This is an optimization exercise on Yosys and OpenROAD, whose aim is small area and a short achievable clock period, not a production implementation.
In this exercise RTL edits were held to simulation tests only and were not proved equivalent to the original.

$ cat design/flow/config.mk
export PLATFORM = sky130hd
export DESIGN_NAME = processor
export DESIGN_NICKNAME = processor
export VERILOG_FILES = /design/flow/design.v
export SDC_FILE = /design/flow/constraint.sdc
export NUM_CORES = 4
export LEC_CHECK = 0
export CAP_MARGIN = 20
export CORE_MARGIN = 2
export CORE_UTILIZATION = 60
export SLEW_MARGIN = 20
export SYNTH_HIERARCHICAL = 1
$ cat design/flow/flow/run.sh
#!/bin/bash
# Standard layout, with plain buf_1 cells as the buffers that every input and output port gets,
# and timing repair asked to keep 27 ns of setup slack (a 15 ns path) so that the resizer
# buffers and sizes the critical path instead of leaving minimum-size gates on it.
set -euo pipefail
export BUFFER_PORTS_ARGS="-buffer_cell sky130_fd_sc_hd__buf_1"
export SETUP_SLACK_MARGIN=27
bash standard.sh > standard.log 2>&1
$ cat design/flow/design.v
module processor(clk, rst, i_dataValid, i_packet, o_answer);
  input clk;
  input rst;
  input i_dataValid;
  input [31:0] i_packet;
  output reg [31:0] o_answer;
  reg [6:0] rf;
  reg f;
  wire dir = i_packet[31];
  wire [30:0] v;
  wire [3:0] g;
  gctl uc0 (.vld(i_dataValid), .rst(rst), .g(g[0]));
  gctl uc1 (.vld(i_dataValid), .rst(rst), .g(g[1]));
  gctl uc2 (.vld(i_dataValid), .rst(rst), .g(g[2]));
  gctl uc3 (.vld(i_dataValid), .rst(rst), .g(g[3]));
  gate8 ug0 (.d(i_packet[7:0]), .g(g[0]), .q(v[7:0]));
  gate8 ug1 (.d(i_packet[15:8]), .g(g[1]), .q(v[15:8]));
  gate8 ug2 (.d(i_packet[23:16]), .g(g[2]), .q(v[23:16]));
  gate8 ug3 (.d({1'b0, i_packet[30:24]}), .g(g[3]), .q({nc_unused, v[30:24]}));
  wire nc_unused;
  wire [31:0] a = o_answer & {32{~rst}};    
  wire [6:0] rneg = (rf == 7'd0) ? 7'd0 : 7'd100 - rf;
  wire [6:0] rin1 = f ? rf : rneg;        
  wire [6:0] rin0 = f ? rneg : rf;        
  wire [6:0] rin = dir ? rin1 : rin0;
  wire [9:0] c0 = v[11:2];
  wire [9:0] c1 = v[21:12];
  wire [8:0] c2 = v[30:22];
  wire [9:0] c1n = ~c1;
  wire [8:0] c2n = ~c2;
  wire [2:0] uq = {1'b0, v[1:0]} + {1'b0, rin[1:0]};
  wire cc = uq[2];
  wire ns_1, nc_2;
  fa uns_1 (.a(c0[7]), .b(c1n[7]), .c(c2[7]), .s(ns_1), .co(nc_2));
  wire ns_3, nc_4;
  fa uns_3 (.a(c0[8]), .b(c1n[8]), .c(c2[8]), .s(ns_3), .co(nc_4));
  wire ns_5, nc_6;
  ha uns_5 (.a(nc_2), .b(ns_3), .s(ns_5), .co(nc_6));
  wire ns_7, nc_8;
  fa uns_7 (.a(c0[9]), .b(c1n[9]), .c(nc_4), .s(ns_7), .co(nc_8));
  wire ns_9, nc_10;
  ha uns_9 (.a(nc_6), .b(ns_7), .s(ns_9), .co(nc_10));
  wire ns_11, nc_12;
  ha uns_11 (.a(nc_8), .b(nc_10), .s(ns_11), .co(nc_12));
  wire ns_13, nc_14;
  fa uns_13 (.a(c0[0]), .b(c1n[0]), .c(c2[0]), .s(ns_13), .co(nc_14));
  wire ns_15, nc_16;
  fa uns_15 (.a(rin[2]), .b(cc), .c(ns_1), .s(ns_15), .co(nc_16));
  wire ns_17, nc_18;
  xn2 uns_17 (.a(c0[1]), .b(c1n[1]), .y(ns_17));
  or2m unc_18 (.a(c0[1]), .b(c1n[1]), .y(nc_18));
  wire ns_19, nc_20;
  fa uns_19 (.a(c2[1]), .b(rin[3]), .c(ns_17), .s(ns_19), .co(nc_20));
  wire ns_21, nc_22;
  fa uns_21 (.a(nc_14), .b(ns_1), .c(ns_19), .s(ns_21), .co(nc_22));
  wire ns_23, nc_24;
  ha uns_23 (.a(ns_5), .b(nc_16), .s(ns_23), .co(nc_24));
  wire ns_25, nc_26;
  fa uns_25 (.a(c0[2]), .b(c1n[2]), .c(c2[2]), .s(ns_25), .co(nc_26));
  wire ns_27, nc_28;
  fa uns_27 (.a(rin[4]), .b(nc_18), .c(ns_25), .s(ns_27), .co(nc_28));
  wire ns_29, nc_30;
  fa uns_29 (.a(nc_20), .b(ns_5), .c(ns_27), .s(ns_29), .co(nc_30));
  wire ns_31, nc_32;
  fa uns_31 (.a(nc_22), .b(nc_24), .c(ns_9), .s(ns_31), .co(nc_32));
  wire ns_33, nc_34;
  fa uns_33 (.a(c0[3]), .b(c1n[3]), .c(c2[3]), .s(ns_33), .co(nc_34));
  wire ns_35, nc_36;
  fa uns_35 (.a(rin[5]), .b(nc_26), .c(ns_33), .s(ns_35), .co(nc_36));
  wire ns_37, nc_38;
  fa uns_37 (.a(nc_28), .b(ns_35), .c(ns_9), .s(ns_37), .co(nc_38));
  wire ns_39, nc_40;
  fa uns_39 (.a(nc_30), .b(ns_11), .c(nc_32), .s(ns_39), .co(nc_40));
  wire ns_41, nc_42;
  fa uns_41 (.a(c0[4]), .b(c1n[4]), .c(c2[4]), .s(ns_41), .co(nc_42));
  wire ns_43, nc_44;
  fa uns_43 (.a(rin[6]), .b(nc_34), .c(ns_41), .s(ns_43), .co(nc_44));
  wire ns_45, nc_46;
  fa uns_45 (.a(nc_36), .b(ns_43), .c(nc_12), .s(ns_45), .co(nc_46));
  wire ns_47, nc_48;
  fa uns_47 (.a(ns_11), .b(nc_38), .c(ns_45), .s(ns_47), .co(nc_48));
  wire ns_49, nc_50;
  fa uns_49 (.a(c0[5]), .b(c1n[5]), .c(c2[5]), .s(ns_49), .co(nc_50));
  wire ns_51, nc_52;
  fa uns_51 (.a(nc_42), .b(ns_49), .c(nc_44), .s(ns_51), .co(nc_52));
  wire ns_53, nc_54;
  fa uns_53 (.a(nc_12), .b(ns_51), .c(nc_46), .s(ns_53), .co(nc_54));
  wire ns_55, nc_56;
  fa uns_55 (.a(c0[6]), .b(c1n[6]), .c(c2[6]), .s(ns_55), .co(nc_56));
  wire ns_57, nc_58;
  fa uns_57 (.a(nc_50), .b(ns_55), .c(nc_52), .s(ns_57), .co(nc_58));
  wire ng_59, np_60;
  ha unp_60 (.a(ns_13), .b(ns_15), .s(np_60), .co(ng_59));
  wire ng_61, np_62;
  ha unp_62 (.a(ns_21), .b(ns_23), .s(np_62), .co(ng_61));
  wire ng_63, np_64;
  ha unp_64 (.a(ns_29), .b(ns_31), .s(np_64), .co(ng_63));
  wire ng_65, np_66;
  ha unp_66 (.a(ns_37), .b(ns_39), .s(np_66), .co(ng_65));
  wire ng_67, np_68;
  ha unp_68 (.a(nc_40), .b(ns_47), .s(np_68), .co(ng_67));
  wire ng_69, np_70;
  ha unp_70 (.a(nc_48), .b(ns_53), .s(np_70), .co(ng_69));
  wire ng_71, np_72;
  ha unp_72 (.a(ns_57), .b(nc_54), .s(np_72), .co(ng_71));
  wire ng_73, np_74;
  ha unp_74 (.a(nc_56), .b(nc_58), .s(np_74), .co(ng_73));
  wire nG_75 = ng_61 | (np_62 & ng_59);
  wire nP_76 = np_62 & np_60;
  wire nG_77 = ng_65 | (np_66 & ng_63);
  wire nP_78 = np_66 & np_64;
  wire nG_79 = ng_69 | (np_70 & ng_67);
  wire nP_80 = np_70 & np_68;
  wire nG_81 = ng_73 | (np_74 & ng_71);
  wire nP_82 = np_74 & np_72;
  wire nG_83 = ng_63 | (np_64 & nG_75);
  wire nP_84 = np_64 & nP_76;
  wire nG_85 = nG_77 | (nP_78 & nG_75);
  wire nP_86 = nP_78 & nP_76;
  wire nG_87 = ng_71 | (np_72 & nG_79);
  wire nP_88 = np_72 & nP_80;
  wire nG_89 = nG_81 | (nP_82 & nG_79);
  wire nP_90 = nP_82 & nP_80;
  wire nG_91 = ng_67 | (np_68 & nG_85);
  wire nP_92 = np_68 & nP_86;
  wire nG_93 = nG_79 | (nP_80 & nG_85);
  wire nP_94 = nP_80 & nP_86;
  wire nG_95 = nG_87 | (nP_88 & nG_85);
  wire nP_96 = nP_88 & nP_86;
  wire nG_97 = nG_89 | (nP_90 & nG_85);
  wire nP_98 = nP_90 & nP_86;
  wire no_99;
  xr2 uno_99 (.a(np_62), .b(ng_59), .y(no_99));
  wire no_100;
  xr2 uno_100 (.a(np_64), .b(nG_75), .y(no_100));
  wire no_101;
  xr2 uno_101 (.a(np_66), .b(nG_83), .y(no_101));
  wire no_102;
  xr2 uno_102 (.a(np_68), .b(nG_85), .y(no_102));
  wire no_103;
  xr2 uno_103 (.a(np_70), .b(nG_91), .y(no_103));
  wire no_104;
  xr2 uno_104 (.a(np_72), .b(nG_93), .y(no_104));
  wire no_105;
  xr2 uno_105 (.a(np_74), .b(nG_95), .y(no_105));
  wire [8:0] fp = {nG_97, no_105, no_104, no_103, no_102, no_101, no_100, no_99, np_60};
  wire [4:0] rr;
  ftab utab (.f(fp[8:4]), .rr(rr));
  wire [5:0] s = {1'b0, rr} + {2'b0, fp[3:0]};
  wire [4:0] ry = (s >= 6'd25) ? s[4:0] + 5'd7 : s[4:0];
  wire [6:0] m = {ry, uq[1:0]};
  wire ng_106, np_107;
  ha unp_107 (.a(c1[0]), .b(c2n[0]), .s(np_107), .co(ng_106));
  wire ng_108, np_109;
  ha unp_109 (.a(c1[1]), .b(c2n[1]), .s(np_109), .co(ng_108));
  wire ng_110, np_111;
  ha unp_111 (.a(c1[2]), .b(c2n[2]), .s(np_111), .co(ng_110));
  wire ng_112, np_113;
  ha unp_113 (.a(c1[3]), .b(c2n[3]), .s(np_113), .co(ng_112));
  wire ng_114, np_115;
  ha unp_115 (.a(c1[4]), .b(c2n[4]), .s(np_115), .co(ng_114));
  wire ng_116, np_117;
  ha unp_117 (.a(c1[5]), .b(c2n[5]), .s(np_117), .co(ng_116));
  wire ng_118, np_119;
  ha unp_119 (.a(c1[6]), .b(c2n[6]), .s(np_119), .co(ng_118));
  wire ng_120, np_121;
  ha unp_121 (.a(c1[7]), .b(c2n[7]), .s(np_121), .co(ng_120));
  wire ng_122, np_123;
  ha unp_123 (.a(c1[8]), .b(c2n[8]), .s(np_123), .co(ng_122));
  wire nG_124 = ng_108 | (np_109 & ng_106);
  wire nP_125 = np_109 & np_107;
  wire nG_126 = ng_112 | (np_113 & ng_110);
  wire nP_127 = np_113 & np_111;
  wire nG_128 = ng_116 | (np_117 & ng_114);
  wire nP_129 = np_117 & np_115;
  wire nG_130 = ng_120 | (np_121 & ng_118);
  wire nP_131 = np_121 & np_119;
  wire nG_132 = c1[9] & ng_122;
  wire nP_133 = c1[9] & np_123;
  wire nG_134 = ng_110 | (np_111 & nG_124);
  wire nP_135 = np_111 & nP_125;
  wire nG_136 = nG_126 | (nP_127 & nG_124);
  wire nP_137 = nP_127 & nP_125;
  wire nG_138 = ng_118 | (np_119 & nG_128);
  wire nP_139 = np_119 & nP_129;
  wire nG_140 = nG_130 | (nP_131 & nG_128);
  wire nP_141 = nP_131 & nP_129;
  wire nG_142 = ng_114 | (np_115 & nG_136);
  wire nP_143 = np_115 & nP_137;
  wire nG_144 = nG_128 | (nP_129 & nG_136);
  wire nP_145 = nP_129 & nP_137;
  wire nG_146 = nG_138 | (nP_139 & nG_136);
  wire nP_147 = nP_139 & nP_137;
  wire nG_148 = nG_140 | (nP_141 & nG_136);
  wire nP_149 = nP_141 & nP_137;
  wire nG_150 = ng_122 | (np_123 & nG_148);
  wire nP_151 = np_123 & nP_149;
  wire nG_152 = nG_132 | (nP_133 & nG_148);
  wire nP_153 = nP_133 & nP_149;
  wire no_154 = ~np_107;
  wire nG_155 = ng_106 | np_107;
  wire no_156;
  xr2 uno_156 (.a(np_109), .b(nG_155), .y(no_156));
  wire nG_157 = nG_124 | nP_125;
  wire no_158;
  xr2 uno_158 (.a(np_111), .b(nG_157), .y(no_158));
  wire nG_159 = nG_134 | nP_135;
  wire no_160;
  xr2 uno_160 (.a(np_113), .b(nG_159), .y(no_160));
  wire nG_161 = nG_136 | nP_137;
  wire no_162;
  xr2 uno_162 (.a(np_115), .b(nG_161), .y(no_162));
  wire nG_163 = nG_142 | nP_143;
  wire no_164;
  xr2 uno_164 (.a(np_117), .b(nG_163), .y(no_164));
  wire nG_165 = nG_144 | nP_145;
  wire no_166;
  xr2 uno_166 (.a(np_119), .b(nG_165), .y(no_166));
  wire nG_167 = nG_146 | nP_147;
  wire no_168;
  xr2 uno_168 (.a(np_121), .b(nG_167), .y(no_168));
  wire nG_169 = nG_148 | nP_149;
  wire no_170;
  xr2 uno_170 (.a(np_123), .b(nG_169), .y(no_170));
  wire nG_171 = nG_150 | nP_151;
  wire no_172;
  xr2 uno_172 (.a(c1[9]), .b(nG_171), .y(no_172));
  wire nG_173 = nG_152 | nP_153;
  wire ns_174 = ~no_99;
  wire ns_175, nc_176;
  fa uns_175 (.a(np_60), .b(no_99), .c(no_100), .s(ns_175), .co(nc_176));
  wire ns_177, nc_178;
  fa uns_177 (.a(no_99), .b(no_101), .c(nc_176), .s(ns_177), .co(nc_178));
  wire ns_179, nc_180;
  fa uns_179 (.a(no_100), .b(no_102), .c(nc_178), .s(ns_179), .co(nc_180));
  wire ns_181, nc_182;
  fa uns_181 (.a(no_101), .b(nG_97), .c(no_103), .s(ns_181), .co(nc_182));
  wire ns_183, nc_184;
  ha uns_183 (.a(no_102), .b(no_104), .s(ns_183), .co(nc_184));
  wire ns_185, nc_186;
  xn2 uns_185 (.a(a[0]), .b(no_154), .y(ns_185));
  or2m unc_186 (.a(a[0]), .b(no_154), .y(nc_186));
  wire ns_187, nc_188;
  fa uns_187 (.a(ns_1), .b(ns_185), .c(no_103), .s(ns_187), .co(nc_188));
  wire ns_189, nc_190;
  ha uns_189 (.a(no_105), .b(nc_184), .s(ns_189), .co(nc_190));
  wire ns_191, nc_192;
  xn2 uns_191 (.a(a[1]), .b(nc_186), .y(ns_191));
  or2m unc_192 (.a(a[1]), .b(nc_186), .y(nc_192));
  wire ns_193, nc_194;
  fa uns_193 (.a(no_156), .b(ns_5), .c(ns_191), .s(ns_193), .co(nc_194));
  wire ns_195, nc_196;
  fa uns_195 (.a(ns_193), .b(nG_97), .c(no_104), .s(ns_195), .co(nc_196));
  wire ns_197, nc_198;
  ha uns_197 (.a(nc_188), .b(nc_190), .s(ns_197), .co(nc_198));
  wire ns_199, nc_200;
  xn2 uns_199 (.a(a[2]), .b(ns_1), .y(ns_199));
  or2m unc_200 (.a(a[2]), .b(ns_1), .y(nc_200));
  wire ns_201, nc_202;
  fa uns_201 (.a(ns_199), .b(nc_192), .c(no_158), .s(ns_201), .co(nc_202));
  wire ns_203, nc_204;
  fa uns_203 (.a(ns_9), .b(nc_194), .c(ns_201), .s(ns_203), .co(nc_204));
  wire ns_205, nc_206;
  fa uns_205 (.a(ns_203), .b(no_105), .c(nc_196), .s(ns_205), .co(nc_206));
  wire ns_207, nc_208;
  fa uns_207 (.a(a[3]), .b(no_154), .c(nc_200), .s(ns_207), .co(nc_208));
  wire ns_209, nc_210;
  fa uns_209 (.a(ns_5), .b(no_160), .c(ns_207), .s(ns_209), .co(nc_210));
  wire ns_211, nc_212;
  fa uns_211 (.a(nc_202), .b(ns_11), .c(ns_209), .s(ns_211), .co(nc_212));
  wire ns_213, nc_214;
  fa uns_213 (.a(nc_204), .b(ns_211), .c(nG_97), .s(ns_213), .co(nc_214));
  wire ns_215, nc_216;
  xn2 uns_215 (.a(a[4]), .b(no_156), .y(ns_215));
  or2m unc_216 (.a(a[4]), .b(no_156), .y(nc_216));
  wire ns_217, nc_218;
  fa uns_217 (.a(ns_215), .b(no_162), .c(nc_208), .s(ns_217), .co(nc_218));
  wire ns_219, nc_220;
  fa uns_219 (.a(ns_9), .b(nc_12), .c(nc_210), .s(ns_219), .co(nc_220));
  wire ns_221, nc_222;
  fa uns_221 (.a(ns_217), .b(nc_212), .c(ns_219), .s(ns_221), .co(nc_222));
  wire ns_223, nc_224;
  fa uns_223 (.a(a[5]), .b(no_154), .c(no_158), .s(ns_223), .co(nc_224));
  wire ns_225, nc_226;
  fa uns_225 (.a(nc_216), .b(no_164), .c(ns_223), .s(ns_225), .co(nc_226));
  wire ns_227, nc_228;
  fa uns_227 (.a(ns_11), .b(nc_218), .c(ns_225), .s(ns_227), .co(nc_228));
  wire ns_229, nc_230;
  ha uns_229 (.a(nc_220), .b(ns_227), .s(ns_229), .co(nc_230));
  wire ns_231, nc_232;
  xn2 uns_231 (.a(a[6]), .b(no_156), .y(ns_231));
  or2m unc_232 (.a(a[6]), .b(no_156), .y(nc_232));
  wire ns_233, nc_234;
  fa uns_233 (.a(ns_231), .b(no_160), .c(no_166), .s(ns_233), .co(nc_234));
  wire ns_235, nc_236;
  fa uns_235 (.a(nc_224), .b(nc_12), .c(ns_233), .s(ns_235), .co(nc_236));
  wire ns_237, nc_238;
  fa uns_237 (.a(nc_226), .b(ns_235), .c(nc_228), .s(ns_237), .co(nc_238));
  wire ns_239, nc_240;
  xn2 uns_239 (.a(a[7]), .b(no_158), .y(ns_239));
  or2m unc_240 (.a(a[7]), .b(no_158), .y(nc_240));
  wire ns_241, nc_242;
  fa uns_241 (.a(nc_232), .b(no_162), .c(ns_239), .s(ns_241), .co(nc_242));
  wire ns_243, nc_244;
  fa uns_243 (.a(no_168), .b(ns_241), .c(nc_234), .s(ns_243), .co(nc_244));
  wire ns_245, nc_246;
  ha uns_245 (.a(nc_236), .b(ns_243), .s(ns_245), .co(nc_246));
  wire ns_247, nc_248;
  xn2 uns_247 (.a(a[8]), .b(no_160), .y(ns_247));
  or2m unc_248 (.a(a[8]), .b(no_160), .y(nc_248));
  wire ns_249, nc_250;
  fa uns_249 (.a(nc_240), .b(no_170), .c(no_164), .s(ns_249), .co(nc_250));
  wire ns_251, nc_252;
  fa uns_251 (.a(ns_247), .b(nc_242), .c(ns_249), .s(ns_251), .co(nc_252));
  wire ns_253, nc_254;
  ha uns_253 (.a(nc_244), .b(ns_251), .s(ns_253), .co(nc_254));
  wire ns_255, nc_256;
  fa uns_255 (.a(a[9]), .b(no_162), .c(no_166), .s(ns_255), .co(nc_256));
  wire ns_257, nc_258;
  fa uns_257 (.a(nc_248), .b(no_172), .c(nc_250), .s(ns_257), .co(nc_258));
  wire ns_259, nc_260;
  fa uns_259 (.a(ns_255), .b(nc_252), .c(ns_257), .s(ns_259), .co(nc_260));
  wire ns_261, nc_262;
  xn2 uns_261 (.a(a[10]), .b(c2[0]), .y(ns_261));
  or2m unc_262 (.a(a[10]), .b(c2[0]), .y(nc_262));
  wire ns_263, nc_264;
  fa uns_263 (.a(ns_261), .b(nG_173), .c(no_168), .s(ns_263), .co(nc_264));
  wire ns_265, nc_266;
  fa uns_265 (.a(no_164), .b(nc_256), .c(ns_263), .s(ns_265), .co(nc_266));
  wire ns_267, nc_268;
  ha uns_267 (.a(nc_258), .b(ns_265), .s(ns_267), .co(nc_268));
  wire ns_269, nc_270;
  xn2 uns_269 (.a(a[11]), .b(c2[1]), .y(ns_269));
  or2m unc_270 (.a(a[11]), .b(c2[1]), .y(nc_270));
  wire ns_271, nc_272;
  fa uns_271 (.a(nc_262), .b(ns_269), .c(no_170), .s(ns_271), .co(nc_272));
  wire ns_273, nc_274;
  fa uns_273 (.a(no_166), .b(nc_264), .c(ns_271), .s(ns_273), .co(nc_274));
  wire ns_275, nc_276;
  ha uns_275 (.a(nc_266), .b(ns_273), .s(ns_275), .co(nc_276));
  wire ns_277, nc_278;
  fa uns_277 (.a(a[12]), .b(c2[2]), .c(nc_270), .s(ns_277), .co(nc_278));
  wire ns_279, nc_280;
  fa uns_279 (.a(ns_277), .b(no_168), .c(no_172), .s(ns_279), .co(nc_280));
  wire ns_281, nc_282;
  fa uns_281 (.a(nc_272), .b(ns_279), .c(nc_274), .s(ns_281), .co(nc_282));
  wire ns_283, nc_284;
  xn2 uns_283 (.a(a[13]), .b(c2[0]), .y(ns_283));
  or2m unc_284 (.a(a[13]), .b(c2[0]), .y(nc_284));
  wire ns_285, nc_286;
  fa uns_285 (.a(c2[3]), .b(ns_283), .c(nc_278), .s(ns_285), .co(nc_286));
  wire ns_287, nc_288;
  fa uns_287 (.a(ns_285), .b(nG_173), .c(no_170), .s(ns_287), .co(nc_288));
  wire ns_289, nc_290;
  ha uns_289 (.a(ns_287), .b(nc_280), .s(ns_289), .co(nc_290));
  wire ns_291, nc_292;
  fa uns_291 (.a(a[14]), .b(c2[1]), .c(c2[4]), .s(ns_291), .co(nc_292));
  wire ns_293, nc_294;
  fa uns_293 (.a(nc_284), .b(ns_291), .c(nc_286), .s(ns_293), .co(nc_294));
  wire ns_295, nc_296;
  fa uns_295 (.a(no_172), .b(ns_293), .c(nc_288), .s(ns_295), .co(nc_296));
  wire ns_297, nc_298;
  xn2 uns_297 (.a(a[15]), .b(c2[0]), .y(ns_297));
  or2m unc_298 (.a(a[15]), .b(c2[0]), .y(nc_298));
  wire ns_299, nc_300;
  fa uns_299 (.a(c2[2]), .b(c2[5]), .c(ns_297), .s(ns_299), .co(nc_300));
  wire ns_301, nc_302;
  fa uns_301 (.a(nc_292), .b(ns_299), .c(nG_173), .s(ns_301), .co(nc_302));
  wire ns_303, nc_304;
  ha uns_303 (.a(nc_294), .b(ns_301), .s(ns_303), .co(nc_304));
  wire ns_305, nc_306;
  xn2 uns_305 (.a(a[16]), .b(c2[1]), .y(ns_305));
  or2m unc_306 (.a(a[16]), .b(c2[1]), .y(nc_306));
  wire ns_307, nc_308;
  fa uns_307 (.a(c2[3]), .b(c2[6]), .c(nc_298), .s(ns_307), .co(nc_308));
  wire ns_309, nc_310;
  fa uns_309 (.a(ns_305), .b(nc_300), .c(ns_307), .s(ns_309), .co(nc_310));
  wire ns_311, nc_312;
  ha uns_311 (.a(ns_309), .b(nc_302), .s(ns_311), .co(nc_312));
  wire ns_313, nc_314;
  xn2 uns_313 (.a(a[17]), .b(c2[2]), .y(ns_313));
  or2m unc_314 (.a(a[17]), .b(c2[2]), .y(nc_314));
  wire ns_315, nc_316;
  fa uns_315 (.a(c2[4]), .b(c2[7]), .c(nc_306), .s(ns_315), .co(nc_316));
  wire ns_317, nc_318;
  fa uns_317 (.a(ns_313), .b(nc_308), .c(ns_315), .s(ns_317), .co(nc_318));
  wire ns_319, nc_320;
  ha uns_319 (.a(nc_310), .b(ns_317), .s(ns_319), .co(nc_320));
  wire ns_321, nc_322;
  xn2 uns_321 (.a(a[18]), .b(c2[3]), .y(ns_321));
  or2m unc_322 (.a(a[18]), .b(c2[3]), .y(nc_322));
  wire ns_323, nc_324;
  fa uns_323 (.a(c2[5]), .b(c2[8]), .c(nc_314), .s(ns_323), .co(nc_324));
  wire ns_325, nc_326;
  fa uns_325 (.a(ns_321), .b(nc_316), .c(ns_323), .s(ns_325), .co(nc_326));
  wire ns_327, nc_328;
  ha uns_327 (.a(nc_318), .b(ns_325), .s(ns_327), .co(nc_328));
  wire ns_329, nc_330;
  xn2 uns_329 (.a(a[19]), .b(c2[4]), .y(ns_329));
  or2m unc_330 (.a(a[19]), .b(c2[4]), .y(nc_330));
  wire ns_331, nc_332;
  fa uns_331 (.a(c2[6]), .b(nc_322), .c(ns_329), .s(ns_331), .co(nc_332));
  wire ns_333, nc_334;
  fa uns_333 (.a(nc_324), .b(ns_331), .c(nc_326), .s(ns_333), .co(nc_334));
  wire ns_335, nc_336;
  xn2 uns_335 (.a(a[20]), .b(c2[5]), .y(ns_335));
  or2m unc_336 (.a(a[20]), .b(c2[5]), .y(nc_336));
  wire ns_337, nc_338;
  fa uns_337 (.a(c2[7]), .b(nc_330), .c(ns_335), .s(ns_337), .co(nc_338));
  wire ns_339, nc_340;
  ha uns_339 (.a(nc_332), .b(ns_337), .s(ns_339), .co(nc_340));
  wire ns_341, nc_342;
  xn2 uns_341 (.a(a[21]), .b(c2[6]), .y(ns_341));
  or2m unc_342 (.a(a[21]), .b(c2[6]), .y(nc_342));
  wire ns_343, nc_344;
  fa uns_343 (.a(c2[8]), .b(nc_336), .c(ns_341), .s(ns_343), .co(nc_344));
  wire ns_345, nc_346;
  ha uns_345 (.a(nc_338), .b(ns_343), .s(ns_345), .co(nc_346));
  wire ns_347, nc_348;
  xn2 uns_347 (.a(a[22]), .b(c2[7]), .y(ns_347));
  or2m unc_348 (.a(a[22]), .b(c2[7]), .y(nc_348));
  wire ns_349, nc_350;
  fa uns_349 (.a(nc_342), .b(ns_347), .c(nc_344), .s(ns_349), .co(nc_350));
  wire ns_351, nc_352;
  xn2 uns_351 (.a(a[23]), .b(c2[8]), .y(ns_351));
  or2m unc_352 (.a(a[23]), .b(c2[8]), .y(nc_352));
  wire ns_353, nc_354;
  ha uns_353 (.a(nc_348), .b(ns_351), .s(ns_353), .co(nc_354));
  wire ns_355, nc_356;
  xn2 uns_355 (.a(a[24]), .b(nc_352), .y(ns_355));
  or2m unc_356 (.a(a[24]), .b(nc_352), .y(nc_356));
  wire ns_357 = ~a[25];
  wire ns_358 = ~a[26];
  wire ns_359 = ~a[27];
  wire ns_360 = ~a[28];
  wire ns_361 = ~a[29];
  wire ns_362 = ~a[30];
  wire ns_363 = ~a[31];
  wire ng_364, np_365;
  ha unp_365 (.a(np_60), .b(no_101), .s(np_365), .co(ng_364));
  wire ng_366, np_367;
  ha unp_367 (.a(ns_174), .b(no_102), .s(np_367), .co(ng_366));
  wire ng_368, np_369;
  ha unp_369 (.a(ns_175), .b(no_103), .s(np_369), .co(ng_368));
  wire ng_370, np_371;
  ha unp_371 (.a(ns_177), .b(no_104), .s(np_371), .co(ng_370));
  wire ng_372, np_373;
  ha unp_373 (.a(no_105), .b(ns_179), .s(np_373), .co(ng_372));
  wire ng_374, np_375;
  ha unp_375 (.a(nc_180), .b(ns_181), .s(np_375), .co(ng_374));
  wire ng_376, np_377;
  ha unp_377 (.a(ns_183), .b(nc_182), .s(np_377), .co(ng_376));
  wire ng_378, np_379;
  ha unp_379 (.a(ns_187), .b(ns_189), .s(np_379), .co(ng_378));
  wire ng_380, np_381;
  ha unp_381 (.a(ns_195), .b(ns_197), .s(np_381), .co(ng_380));
  wire ng_382, np_383;
  ha unp_383 (.a(nc_198), .b(ns_205), .s(np_383), .co(ng_382));
  wire ng_384, np_385;
  ha unp_385 (.a(ns_213), .b(nc_206), .s(np_385), .co(ng_384));
  wire ng_386, np_387;
  ha unp_387 (.a(ns_221), .b(nc_214), .s(np_387), .co(ng_386));
  wire ng_388, np_389;
  ha unp_389 (.a(nc_222), .b(ns_229), .s(np_389), .co(ng_388));
  wire ng_390, np_391;
  ha unp_391 (.a(nc_230), .b(ns_237), .s(np_391), .co(ng_390));
  wire ng_392, np_393;
  ha unp_393 (.a(ns_245), .b(nc_238), .s(np_393), .co(ng_392));
  wire ng_394, np_395;
  ha unp_395 (.a(nc_246), .b(ns_253), .s(np_395), .co(ng_394));
  wire ng_396, np_397;
  ha unp_397 (.a(nc_254), .b(ns_259), .s(np_397), .co(ng_396));
  wire ng_398, np_399;
  ha unp_399 (.a(ns_267), .b(nc_260), .s(np_399), .co(ng_398));
  wire ng_400, np_401;
  ha unp_401 (.a(nc_268), .b(ns_275), .s(np_401), .co(ng_400));
  wire ng_402, np_403;
  ha unp_403 (.a(nc_276), .b(ns_281), .s(np_403), .co(ng_402));
  wire ng_404, np_405;
  ha unp_405 (.a(ns_289), .b(nc_282), .s(np_405), .co(ng_404));
  wire ng_406, np_407;
  ha unp_407 (.a(nc_290), .b(ns_295), .s(np_407), .co(ng_406));
  wire ng_408, np_409;
  ha unp_409 (.a(ns_303), .b(nc_296), .s(np_409), .co(ng_408));
  wire ng_410, np_411;
  ha unp_411 (.a(nc_304), .b(ns_311), .s(np_411), .co(ng_410));
  wire ng_412, np_413;
  ha unp_413 (.a(ns_319), .b(nc_312), .s(np_413), .co(ng_412));
  wire ng_414, np_415;
  ha unp_415 (.a(nc_320), .b(ns_327), .s(np_415), .co(ng_414));
  wire ng_416, np_417;
  ha unp_417 (.a(nc_328), .b(ns_333), .s(np_417), .co(ng_416));
  wire ng_418, np_419;
  ha unp_419 (.a(ns_339), .b(nc_334), .s(np_419), .co(ng_418));
  wire ng_420, np_421;
  ha unp_421 (.a(nc_340), .b(ns_345), .s(np_421), .co(ng_420));
  wire ng_422, np_423;
  ha unp_423 (.a(nc_346), .b(ns_349), .s(np_423), .co(ng_422));
  wire ng_424, np_425;
  ha unp_425 (.a(ns_353), .b(nc_350), .s(np_425), .co(ng_424));
  wire ng_426, np_427;
  ha unp_427 (.a(ns_355), .b(nc_354), .s(np_427), .co(ng_426));
  wire ng_428, np_429;
  ha unp_429 (.a(ns_357), .b(nc_356), .s(np_429), .co(ng_428));
  wire ng_430, np_431;
  ha unp_431 (.a(a[25]), .b(ns_358), .s(np_431), .co(ng_430));
  wire ng_432, np_433;
  ha unp_433 (.a(a[26]), .b(ns_359), .s(np_433), .co(ng_432));
  wire ng_434, np_435;
  ha unp_435 (.a(a[27]), .b(ns_360), .s(np_435), .co(ng_434));
  wire ng_436, np_437;
  ha unp_437 (.a(a[28]), .b(ns_361), .s(np_437), .co(ng_436));
  wire ng_438, np_439;
  ha unp_439 (.a(a[29]), .b(ns_362), .s(np_439), .co(ng_438));
  wire ng_440, np_441;
  ha unp_441 (.a(a[30]), .b(ns_363), .s(np_441), .co(ng_440));
  wire nG_442 = ng_366 | (np_367 & ng_364);
  wire nP_443 = np_367 & np_365;
  wire nG_444 = ng_370 | (np_371 & ng_368);
  wire nP_445 = np_371 & np_369;
  wire nG_446 = ng_374 | (np_375 & ng_372);
  wire nP_447 = np_375 & np_373;
  wire nG_448 = ng_378 | (np_379 & ng_376);
  wire nP_449 = np_379 & np_377;
  wire nG_450 = ng_382 | (np_383 & ng_380);
  wire nP_451 = np_383 & np_381;
  wire nG_452 = ng_386 | (np_387 & ng_384);
  wire nP_453 = np_387 & np_385;
  wire nG_454 = ng_390 | (np_391 & ng_388);
  wire nP_455 = np_391 & np_389;
  wire nG_456 = ng_394 | (np_395 & ng_392);
  wire nP_457 = np_395 & np_393;
  wire nG_458 = ng_398 | (np_399 & ng_396);
  wire nP_459 = np_399 & np_397;
  wire nG_460 = ng_402 | (np_403 & ng_400);
  wire nP_461 = np_403 & np_401;
  wire nG_462 = ng_406 | (np_407 & ng_404);
  wire nP_463 = np_407 & np_405;
  wire nG_464 = ng_410 | (np_411 & ng_408);
  wire nP_465 = np_411 & np_409;
  wire nG_466 = ng_414 | (np_415 & ng_412);
  wire nP_467 = np_415 & np_413;
  wire nG_468 = ng_418 | (np_419 & ng_416);
  wire nP_469 = np_419 & np_417;
  wire nG_470 = ng_422 | (np_423 & ng_420);
  wire nP_471 = np_423 & np_421;
  wire nG_472 = ng_426 | (np_427 & ng_424);
  wire nP_473 = np_427 & np_425;
  wire nG_474 = ng_430 | (np_431 & ng_428);
  wire nP_475 = np_431 & np_429;
  wire nG_476 = ng_434 | (np_435 & ng_432);
  wire nP_477 = np_435 & np_433;
  wire nG_478 = ng_438 | (np_439 & ng_436);
  wire nP_479 = np_439 & np_437;
  wire nG_480 = ng_368 | (np_369 & nG_442);
  wire nP_481 = np_369 & nP_443;
  wire nG_482 = nG_444 | (nP_445 & nG_442);
  wire nP_483 = nP_445 & nP_443;
  wire nG_484 = ng_376 | (np_377 & nG_446);
  wire nP_485 = np_377 & nP_447;
  wire nG_486 = nG_448 | (nP_449 & nG_446);
  wire nP_487 = nP_449 & nP_447;
  wire nG_488 = ng_384 | (np_385 & nG_450);
  wire nP_489 = np_385 & nP_451;
  wire nG_490 = nG_452 | (nP_453 & nG_450);
  wire nP_491 = nP_453 & nP_451;
  wire nG_492 = ng_392 | (np_393 & nG_454);
  wire nP_493 = np_393 & nP_455;
  wire nG_494 = nG_456 | (nP_457 & nG_454);
  wire nP_495 = nP_457 & nP_455;
  wire nG_496 = ng_400 | (np_401 & nG_458);
  wire nP_497 = np_401 & nP_459;
  wire nG_498 = nG_460 | (nP_461 & nG_458);
  wire nP_499 = nP_461 & nP_459;
  wire nG_500 = ng_408 | (np_409 & nG_462);
  wire nP_501 = np_409 & nP_463;
  wire nG_502 = nG_464 | (nP_465 & nG_462);
  wire nP_503 = nP_465 & nP_463;
  wire nG_504 = ng_416 | (np_417 & nG_466);
  wire nP_505 = np_417 & nP_467;
  wire nG_506 = nG_468 | (nP_469 & nG_466);
  wire nP_507 = nP_469 & nP_467;
  wire nG_508 = ng_424 | (np_425 & nG_470);
  wire nP_509 = np_425 & nP_471;
  wire nG_510 = nG_472 | (nP_473 & nG_470);
  wire nP_511 = nP_473 & nP_471;
  wire nG_512 = ng_432 | (np_433 & nG_474);
  wire nP_513 = np_433 & nP_475;
  wire nG_514 = nG_476 | (nP_477 & nG_474);
  wire nP_515 = nP_477 & nP_475;
  wire nG_516 = ng_440 | (np_441 & nG_478);
  wire nP_517 = np_441 & nP_479;
  wire nG_518 = ng_372 | (np_373 & nG_482);
  wire nP_519 = np_373 & nP_483;
  wire nG_520 = nG_446 | (nP_447 & nG_482);
  wire nP_521 = nP_447 & nP_483;
  wire nG_522 = nG_484 | (nP_485 & nG_482);
  wire nP_523 = nP_485 & nP_483;
  wire nG_524 = nG_486 | (nP_487 & nG_482);
  wire nP_525 = nP_487 & nP_483;
  wire nG_526 = ng_388 | (np_389 & nG_490);
  wire nP_527 = np_389 & nP_491;
  wire nG_528 = nG_454 | (nP_455 & nG_490);
  wire nP_529 = nP_455 & nP_491;
  wire nG_530 = nG_492 | (nP_493 & nG_490);
  wire nP_531 = nP_493 & nP_491;
  wire nG_532 = nG_494 | (nP_495 & nG_490);
  wire nP_533 = nP_495 & nP_491;
  wire nG_534 = ng_404 | (np_405 & nG_498);
  wire nP_535 = np_405 & nP_499;
  wire nG_536 = nG_462 | (nP_463 & nG_498);
  wire nP_537 = nP_463 & nP_499;
  wire nG_538 = nG_500 | (nP_501 & nG_498);
  wire nP_539 = nP_501 & nP_499;
  wire nG_540 = nG_502 | (nP_503 & nG_498);
  wire nP_541 = nP_503 & nP_499;
  wire nG_542 = ng_420 | (np_421 & nG_506);
  wire nP_543 = np_421 & nP_507;
  wire nG_544 = nG_470 | (nP_471 & nG_506);
  wire nP_545 = nP_471 & nP_507;
  wire nG_546 = nG_508 | (nP_509 & nG_506);
  wire nP_547 = nP_509 & nP_507;
  wire nG_548 = nG_510 | (nP_511 & nG_506);
  wire nP_549 = nP_511 & nP_507;
  wire nG_550 = ng_436 | (np_437 & nG_514);
  wire nP_551 = np_437 & nP_515;
  wire nG_552 = nG_478 | (nP_479 & nG_514);
  wire nP_553 = nP_479 & nP_515;
  wire nG_554 = nG_516 | (nP_517 & nG_514);
  wire nP_555 = nP_517 & nP_515;
  wire nG_556 = ng_380 | (np_381 & nG_524);
  wire nP_557 = np_381 & nP_525;
  wire nG_558 = nG_450 | (nP_451 & nG_524);
  wire nP_559 = nP_451 & nP_525;
  wire nG_560 = nG_488 | (nP_489 & nG_524);
  wire nP_561 = nP_489 & nP_525;
  wire nG_562 = nG_490 | (nP_491 & nG_524);
  wire nP_563 = nP_491 & nP_525;
  wire nG_564 = nG_526 | (nP_527 & nG_524);
  wire nP_565 = nP_527 & nP_525;
  wire nG_566 = nG_528 | (nP_529 & nG_524);
  wire nP_567 = nP_529 & nP_525;
  wire nG_568 = nG_530 | (nP_531 & nG_524);
  wire nP_569 = nP_531 & nP_525;
  wire nG_570 = nG_532 | (nP_533 & nG_524);
  wire nP_571 = nP_533 & nP_525;
  wire nG_572 = ng_412 | (np_413 & nG_540);
  wire nP_573 = np_413 & nP_541;
  wire nG_574 = nG_466 | (nP_467 & nG_540);
  wire nP_575 = nP_467 & nP_541;
  wire nG_576 = nG_504 | (nP_505 & nG_540);
  wire nP_577 = nP_505 & nP_541;
  wire nG_578 = nG_506 | (nP_507 & nG_540);
  wire nP_579 = nP_507 & nP_541;
  wire nG_580 = nG_542 | (nP_543 & nG_540);
  wire nP_581 = nP_543 & nP_541;
  wire nG_582 = nG_544 | (nP_545 & nG_540);
  wire nP_583 = nP_545 & nP_541;
  wire nG_584 = nG_546 | (nP_547 & nG_540);
  wire nP_585 = nP_547 & nP_541;
  wire nG_586 = nG_548 | (nP_549 & nG_540);
  wire nP_587 = nP_549 & nP_541;
  wire nG_588 = ng_396 | (np_397 & nG_570);
  wire nP_589 = np_397 & nP_571;
  wire nG_590 = nG_458 | (nP_459 & nG_570);
  wire nP_591 = nP_459 & nP_571;
  wire nG_592 = nG_496 | (nP_497 & nG_570);
  wire nP_593 = nP_497 & nP_571;
  wire nG_594 = nG_498 | (nP_499 & nG_570);
  wire nP_595 = nP_499 & nP_571;
  wire nG_596 = nG_534 | (nP_535 & nG_570);
  wire nP_597 = nP_535 & nP_571;
  wire nG_598 = nG_536 | (nP_537 & nG_570);
  wire nP_599 = nP_537 & nP_571;
  wire nG_600 = nG_538 | (nP_539 & nG_570);
  wire nP_601 = nP_539 & nP_571;
  wire nG_602 = nG_540 | (nP_541 & nG_570);
  wire nP_603 = nP_541 & nP_571;
  wire nG_604 = nG_572 | (nP_573 & nG_570);
  wire nP_605 = nP_573 & nP_571;
  wire nG_606 = nG_574 | (nP_575 & nG_570);
  wire nP_607 = nP_575 & nP_571;
  wire nG_608 = nG_576 | (nP_577 & nG_570);
  wire nP_609 = nP_577 & nP_571;
  wire nG_610 = nG_578 | (nP_579 & nG_570);
  wire nP_611 = nP_579 & nP_571;
  wire nG_612 = nG_580 | (nP_581 & nG_570);
  wire nP_613 = nP_581 & nP_571;
  wire nG_614 = nG_582 | (nP_583 & nG_570);
  wire nP_615 = nP_583 & nP_571;
  wire nG_616 = nG_584 | (nP_585 & nG_570);
  wire nP_617 = nP_585 & nP_571;
  wire nG_618 = nG_586 | (nP_587 & nG_570);
  wire nP_619 = nP_587 & nP_571;
  wire nG_620 = ng_428 | (np_429 & nG_618);
  wire nP_621 = np_429 & nP_619;
  wire nG_622 = nG_474 | (nP_475 & nG_618);
  wire nP_623 = nP_475 & nP_619;
  wire nG_624 = nG_512 | (nP_513 & nG_618);
  wire nP_625 = nP_513 & nP_619;
  wire nG_626 = nG_514 | (nP_515 & nG_618);
  wire nP_627 = nP_515 & nP_619;
  wire nG_628 = nG_550 | (nP_551 & nG_618);
  wire nP_629 = nP_551 & nP_619;
  wire nG_630 = nG_552 | (nP_553 & nG_618);
  wire nP_631 = nP_553 & nP_619;
  wire nG_632 = nG_554 | (nP_555 & nG_618);
  wire nP_633 = nP_555 & nP_619;
  wire no_634;
  xr2 uno_634 (.a(np_379), .b(nG_522), .y(no_634));
  wire no_635;
  xr2 uno_635 (.a(np_381), .b(nG_524), .y(no_635));
  wire no_636;
  xr2 uno_636 (.a(np_383), .b(nG_556), .y(no_636));
  wire no_637;
  xr2 uno_637 (.a(np_385), .b(nG_558), .y(no_637));
  wire no_638;
  xr2 uno_638 (.a(np_387), .b(nG_560), .y(no_638));
  wire no_639;
  xr2 uno_639 (.a(np_389), .b(nG_562), .y(no_639));
  wire no_640;
  xr2 uno_640 (.a(np_391), .b(nG_564), .y(no_640));
  wire no_641;
  xr2 uno_641 (.a(np_393), .b(nG_566), .y(no_641));
  wire no_642;
  xr2 uno_642 (.a(np_395), .b(nG_568), .y(no_642));
  wire no_643;
  xr2 uno_643 (.a(np_397), .b(nG_570), .y(no_643));
  wire no_644;
  xr2 uno_644 (.a(np_399), .b(nG_588), .y(no_644));
  wire no_645;
  xr2 uno_645 (.a(np_401), .b(nG_590), .y(no_645));
  wire no_646;
  xr2 uno_646 (.a(np_403), .b(nG_592), .y(no_646));
  wire no_647;
  xr2 uno_647 (.a(np_405), .b(nG_594), .y(no_647));
  wire no_648;
  xr2 uno_648 (.a(np_407), .b(nG_596), .y(no_648));
  wire no_649;
  xr2 uno_649 (.a(np_409), .b(nG_598), .y(no_649));
  wire no_650;
  xr2 uno_650 (.a(np_411), .b(nG_600), .y(no_650));
  wire no_651;
  xr2 uno_651 (.a(np_413), .b(nG_602), .y(no_651));
  wire no_652;
  xr2 uno_652 (.a(np_415), .b(nG_604), .y(no_652));
  wire no_653;
  xr2 uno_653 (.a(np_417), .b(nG_606), .y(no_653));
  wire no_654;
  xr2 uno_654 (.a(np_419), .b(nG_608), .y(no_654));
  wire no_655;
  xr2 uno_655 (.a(np_421), .b(nG_610), .y(no_655));
  wire no_656;
  xr2 uno_656 (.a(np_423), .b(nG_612), .y(no_656));
  wire no_657;
  xr2 uno_657 (.a(np_425), .b(nG_614), .y(no_657));
  wire no_658;
  xr2 uno_658 (.a(np_427), .b(nG_616), .y(no_658));
  wire no_659;
  xr2 uno_659 (.a(np_429), .b(nG_618), .y(no_659));
  wire no_660;
  xr2 uno_660 (.a(np_431), .b(nG_620), .y(no_660));
  wire no_661;
  xr2 uno_661 (.a(np_433), .b(nG_622), .y(no_661));
  wire no_662;
  xr2 uno_662 (.a(np_435), .b(nG_624), .y(no_662));
  wire no_663;
  xr2 uno_663 (.a(np_437), .b(nG_626), .y(no_663));
  wire no_664;
  xr2 uno_664 (.a(np_439), .b(nG_628), .y(no_664));
  wire no_665;
  xr2 uno_665 (.a(np_441), .b(nG_630), .y(no_665));
  wire [31:0] sum = {no_665, no_664, no_663, no_662, no_661, no_660, no_659, no_658, no_657, no_656, no_655, no_654, no_653, no_652, no_651, no_650, no_649, no_648, no_647, no_646, no_645, no_644, no_643, no_642, no_641, no_640, no_639, no_638, no_637, no_636, no_635, no_634};
  always @(posedge clk) begin
    o_answer <= sum;
    rf <= rst ? 7'd50 : m;
    f <= dir;
  end
endmodule
module ftab(input [4:0] f, output [4:0] rr);
  assign rr[0] = (f == 5'd2) | (f == 5'd3) | (f == 5'd5) | (f == 5'd6) | (f == 5'd8) | (f == 5'd9) | (f == 5'd11) | (f == 5'd12) | (f == 5'd15) | (f == 5'd18) | (f == 5'd21) | (f == 5'd24) | (f == 5'd27) | (f == 5'd28) | (f == 5'd30) | (f == 5'd31);
  assign rr[1] = (f == 5'd2) | (f == 5'd3) | (f == 5'd4) | (f == 5'd8) | (f == 5'd9) | (f == 5'd10) | (f == 5'd15) | (f == 5'd16) | (f == 5'd17) | (f == 5'd21) | (f == 5'd22) | (f == 5'd23) | (f == 5'd27) | (f == 5'd28) | (f == 5'd29);
  assign rr[2] = (f == 5'd2) | (f == 5'd3) | (f == 5'd4) | (f == 5'd5) | (f == 5'd6) | (f == 5'd7) | (f == 5'd15) | (f == 5'd16) | (f == 5'd17) | (f == 5'd18) | (f == 5'd19) | (f == 5'd20) | (f == 5'd27) | (f == 5'd28) | (f == 5'd29) | (f == 5'd30) | (f == 5'd31);
  assign rr[3] = (f == 5'd4) | (f == 5'd7) | (f == 5'd10) | (f == 5'd13) | (f == 5'd14) | (f == 5'd15) | (f == 5'd18) | (f == 5'd21) | (f == 5'd24) | (f == 5'd29);
  assign rr[4] = (f == 5'd1) | (f == 5'd3) | (f == 5'd6) | (f == 5'd9) | (f == 5'd12) | (f == 5'd14) | (f == 5'd17) | (f == 5'd20) | (f == 5'd23) | (f == 5'd26) | (f == 5'd28) | (f == 5'd31);
endmodule
module gctl(input vld, input rst, output g);
  assign g = vld & ~rst;
endmodule
module gate8(input [7:0] d, input g, output [7:0] q);
  assign q = d & {8{g}};
endmodule
module fa(input a, input b, input c, output s, output co);
  assign s = a ^ b ^ c;
  assign co = (a & b) | (a & c) | (b & c);
endmodule
module ao21(input a, input b, input c, output y);
  assign y = a | (b & c);
endmodule
module xn2(input a, input b, output y);
  assign y = ~(a ^ b);
endmodule
module or2m(input a, input b, output y);
  assign y = a | b;
endmodule
module an2(input a, input b, output y);
  assign y = a & b;
endmodule
module xr2(input a, input b, output y);
  assign y = a ^ b;
endmodule
module ha(input a, input b, output s, output co);
  assign s = a ^ b;
  assign co = a & b;
endmodule
$ cat design/flow/constraint.sdc
create_clock -name core_clock -period 42.0 [get_ports {clk}]
set_input_delay 8.4000 -clock core_clock [delete_from_list [all_inputs] [get_ports {clk}]]
set_output_delay 8.4000 -clock core_clock [all_outputs]
set_load 0.01 [all_outputs]
$ cat design/flow/standard.sh
#!/bin/bash
# synth_recipe.tcl (not shown) runs the flow's synth.tcl, then flattens the netlist and writes it again
# the make line also repeats each setting of config.mk as NAME=value (left out here)
make -C /OpenROAD-flow-scripts/flow DESIGN_CONFIG=/design/flow/config.mk WORK_HOME=/design/flow/orfs CLKGATE_MAP_FILE= SYNTH_SCRIPT=/design/flow/synth_recipe.tcl "${@:-finish}"
==> results of run 1 <==
## path summary, 6_finish.rpt
| kind | depth (start not counted) | start | to | slack [ns] |
|---|---|---|---|---|
| hold / removal | 3 | o_answer[31] | o_answer[31] | 0.65 |
| setup reg to reg | 33 | rf[1] | rf[4] | 34.78 |
| hold reg to reg | 3 | o_answer[31] | o_answer[31] | 0.65 |
| setup / recovery | 32 | rst | rf[4] | 27.08 |
## state kept, by name, indices dropped and copies added (netlist names)
register,cells
f,1
o_answer,32
rf,7
## timing repair
item / 4_1_cts / 5_1_grt
buffers inserted: 34 / 14
setup endpoints to repair: 27 / 21
pin swaps: 40 / 39
gates cloned: 2 / 0
gates resized for setup: 56 / 25
## per-layer routing
layer | track usage, % | vias up
met5 | 0 | -
met4 | 10.9 | 0
met3 | 4.97 | 37
met2 | 50.2 | 96
met1 | 35.7 | 2373
li1 | - | 2341
## layout make-up
cell class,count,area (µm²)
multi-input cells,529,5560
fillers,752,2620
flip-flops and latches,40,801
repair buffers,121,767
well taps,136,170
inverters,40,150
clock buffers,5,68.8
clock inverters,3,46.3
## worst max-delay path: cells and delay by family
family | cells | cell delay, ns
fa+ha+maj | 11 | 3.69
compound gates | 6 | 1.24
simple gates | 8 | 0.92
buf+inv | 5 | 0.46
mux | 1 | 0.27
xor+xnor | 1 | 0.10
==> flow_summary.toml, run 1 <==
[outcome]
status = "timing/DRC/antenna clean"

[place]
io_buffers = 66
dp_slack_ns = 25.79
placed_area_um2 = 6650
placed_cells = 816
gp_congestion = 0.833
dp_hpwl_mm = 11.6

[global_routing]
first_global_vias = 5255
grt_start_max_net_pins = 23
grt_pass1_wl_mm = 25.1
grt_overflow = 0
track_usage_pct = 28.7
antenna_found_initial = 0

[routing]
met1_length_mm = 6.49
top_layer_used = "met4"
wl_met3_um = 503
viasPerCell = 5.55
drt_pass1_iterations = 4
finalWirelength_mm = 15.3
drt_iter0_markers = 206
vias = 4847
drcViolationCount = 0
met2_length_mm = 7.83
wl_per_cell_um = 17.5
final_antenna_net_count = 0

[yosys]
synthesis.nets = 820
synth_cells = 620
yosysWarnings = 7
syn_area_um2 = 6230
avgSynthCellArea_um2 = 10.1

[clocking]
h-tree-depth = 2
cts_buffers = 5
cts_tree = "yes"
clk_path_buf_depth = 2
clk_pin_slew_worst_paths_ns = 0.09
cts_num_sinks = 40
cts-root-buf = "clkbuf_8"
cts-hold-fix-buffers = 0
clkLatencyLatePin_ns = 0.31

[timing]
setup_violations = 0
period_minus_slack_ns = 14.92
fin_crit_sh_pct = 35.5
rsz0062_at_grt = "true"
hold-worst-slack_ns = 0.653
relSlewSlack_pct = 54.9
clock.fmax_mhz = 67.0
slew_viol_final = 0
fin_tns_setup_ns = 0
hold_viol_final = 0
fin_ws_ns = 27.08
fin_worst_skew_ns = 0.00505
tightest_slew_ns = 0.674

[die]
core_area_um2 = 10200
pin_count = 67
fp.dieArea_um2 = 11200
die_w_um = 106
die-height_um = 106
std_cell_rows = 37
initial_utilization_pct = 61.2

[layout]
finish.utilization_pct = 74.3
finalNonFillerCells = 874
diodes = 0
drive_gt1_share_pct = 19.6
final_area_um2 = 7570
layout_common_cells = "74 x ha_1, 71 x fa_1, 63 x buf_1"
final_common_cell = "ha_1"
final_nets = 937
area_growth_pct = 21.4

[run]
cap_viol_max_count = 0

[critical_path]
cpPeakStageDelay_ns = 0.59
startpoint_type = "input pin"
cpMaxStageDelayCell = "fa_2"
criticalPathCategory = "input pin to register"
crit_path_max_fanout = 6
arrival_ns = 15.13
worstSetupEndpointType = "register"
required_ns = 42.21
cpMostUsedCell = "ha_4"

[hold_path]
holdCritPathClass = "register to register"
==> inputs of run 2 (changes only) <==
==> design/flow/flow/run.sh (replaced) <==
#!/bin/bash
# Standard layout, with plain buf_1 cells as the buffers that every input and output port gets,
# and timing repair asked to keep 25.5 ns of setup slack (a 16.5 ns path) so that the resizer
# buffers and sizes the critical path instead of leaving minimum-size gates on it.
set -euo pipefail
export BUFFER_PORTS_ARGS="-buffer_cell sky130_fd_sc_hd__buf_1"
export SETUP_SLACK_MARGIN=25.5
bash standard.sh > standard.log 2>&1
==> flow_summary.toml, run 2 <==
[outcome]
status = "timing/DRC/antenna clean"

[layout]
largestRegisters = "o_answer (32), rf (7), f (1)"
largest_reg_flops = 32
diodes = 0
drive_gt1_share_pct = 5.23
regMostFlops = "o_answer"
final_area_um2 = 6700
layout_common_cells = "84 x ha_1, 81 x fa_1, 65 x buf_1"
final_nets = 887
nFillCells = 892
final_common_cell = "ha_1"
area_growth_pct = 7.53
finish.utilization_pct = 65.8

[critical_path]
arrival_ns = 16.23
worstSetupEndpointType = "register"
startpoint_type = "input pin"
required_ns = 42.22
cpMaxStageDelayCell = "fa_1"
cp_top_family = "adder cells"
cpPeakStageDelay_ns = 0.65
crit_path_max_fanout = 43
rrSetupSlack_ns = 33.99
reg2reg_from = "rf[0]"
startpoint = "rst"
criticalPathCategory = "input pin to register"
path_buf_inv = 3
r2r-end = "rf[4]"
r2r_cells = 32

[global_routing]
first_global_vias = 4790
antenna_found_initial = 0
grt_pass1_wl_mm = 23.2
grt_start_max_net_pins = 44
grt_overflow = 0
track_usage_pct = 26.7

[clocking]
cts-hold-fix-buffers = 0
h-tree-depth = 2
clk_path_buf_depth = 2
cts-root-buf = "clkbuf_8"
post_cts_resize_count = 0
cts_buffers = 5
cts_num_sinks = 40
clkLatencyLatePin_ns = 0.32
post_cts_buffers = 0
clk_pin_slew_worst_paths_ns = 0.09
cts_tree = "yes"

[timing]
clock.fmax_mhz = 62.4
fin_worst_skew_ns = 0.00465
relSlewSlack_pct = 51.5
period_minus_slack_ns = 16.02
fin_crit_sh_pct = 38.1
setup_violations = 0
tightest_slew_ns = 0.719
fin_ws_ns = 25.99
hold_viol_final = 0
fin_tns_setup_ns = 0
slew_viol_final = 0
hold-worst-slack_ns = 0.609
rsz0062_at_grt = "false"

[routing]
drt_pass1_iterations = 4
viasPerCell = 5.53
vias = 4560
final_antenna_net_count = 0
drt_iter0_markers = 240
wl_per_cell_um = 16.9
finalWirelength_mm = 14.0
drcViolationCount = 0

[yosys]
synthesis.nets = 820
syn_area_um2 = 6230
avgSynthCellArea_um2 = 10.1
yosysWarnings = 7
synth_cells = 620

[run]
cap_viol_max_count = 0

[place]
gp_congestion = 0.845
dp_hpwl_mm = 11.8
dp_slack_ns = 25.62
io_buffers = 66
placed_area_um2 = 6610

[die]
core_area_um2 = 10200
std_cell_rows = 37
die-height_um = 106
fp.dieArea_um2 = 11200
die_w_um = 106
initial_utilization_pct = 61.2
pin_count = 67

[hold_path]
min_path_cells = 3
holdCritPathClass = "register to register"
whs_endpoint = "o_answer[31]"
worstHoldStart = "o_answer[31]"
==> run 2: layout make-up <==
class	instances	area, µm²	area share [%]
Multi-Input combinational cell	529	5200	77.6
Sequential cell	40	801	11.9
Timing Repair Buffer	71	287	4.28
Tap cell	136	170	2.54
Inverter	40	150	2.24
Clock buffer	6	82.6	1.23
Clock inverter	2	10.0	0.149
==> run 2: worst min-delay path, cell delays in order (launching register included) <==
cell and delay (ns):
dfxtp_1 0.31, nand2b_1 0.07, ha_1 0.13, xor2_1 0.06
==> run 2: layer usage <==
layer	track usage, %	vias up	share of wire, %
met5	0	-	0
met4	7.61	0	1.8
met3	3.92	19	2.9
met2	46.7	80	51
met1	34.5	2224	45
li1	-	2237	-
==> run 2: worst max path at each step <==
stage | to | cells past startpoint
3_3_place_gp | o_answer[31] | 28
2_1_floorplan | o_answer[31] | 27
5_1_grt | o_answer[31] | 28
6_report | rf[4] | 30
3_5_place_dp | o_answer[30] | 28
4_1_cts | o_answer[30] | 28
==> run 2: stage by stage <==
stage	cells
after floorplan	620
after global placement	816
after detailed placement	816
after CTS	824
after global routing	824
final	824

==> static timing again, ports no longer ideal <==
The flow's constraints put no driver on any port. The routed layouts listed below were extracted and timed again, unchanged, in two steps.
Step 1: set_driving_cell puts a clkbuf_16 on clk and a buf_2 on each other input, an assumption about the parent block.
Step 2 times the ports against the registers' clock, not the clock port: input delays grow and output delays shrink by t, the midpoint of the rising clock arrivals with the driver on.
a / b / c = ideal ports / drivers / drivers and shift; a / b = the first two.
run	t (ns)	slack for setup (ns)	worst setup path after step 2	worst register clock-pin slew, ns	cell pins on the clock port's net
run 1	0.343	27.076 / 27.068 / 26.726	input to register	0.09 / 0.09	1
run 2	0.353	25.985 / 25.998 / 25.645	input to register	0.09 / 0.09	1
After both steps setup and hold are still met in every run listed. For run 1, which loses most, drivers alone change the setup slack by -0.008 ns; drivers and shift together by -0.350 ns.
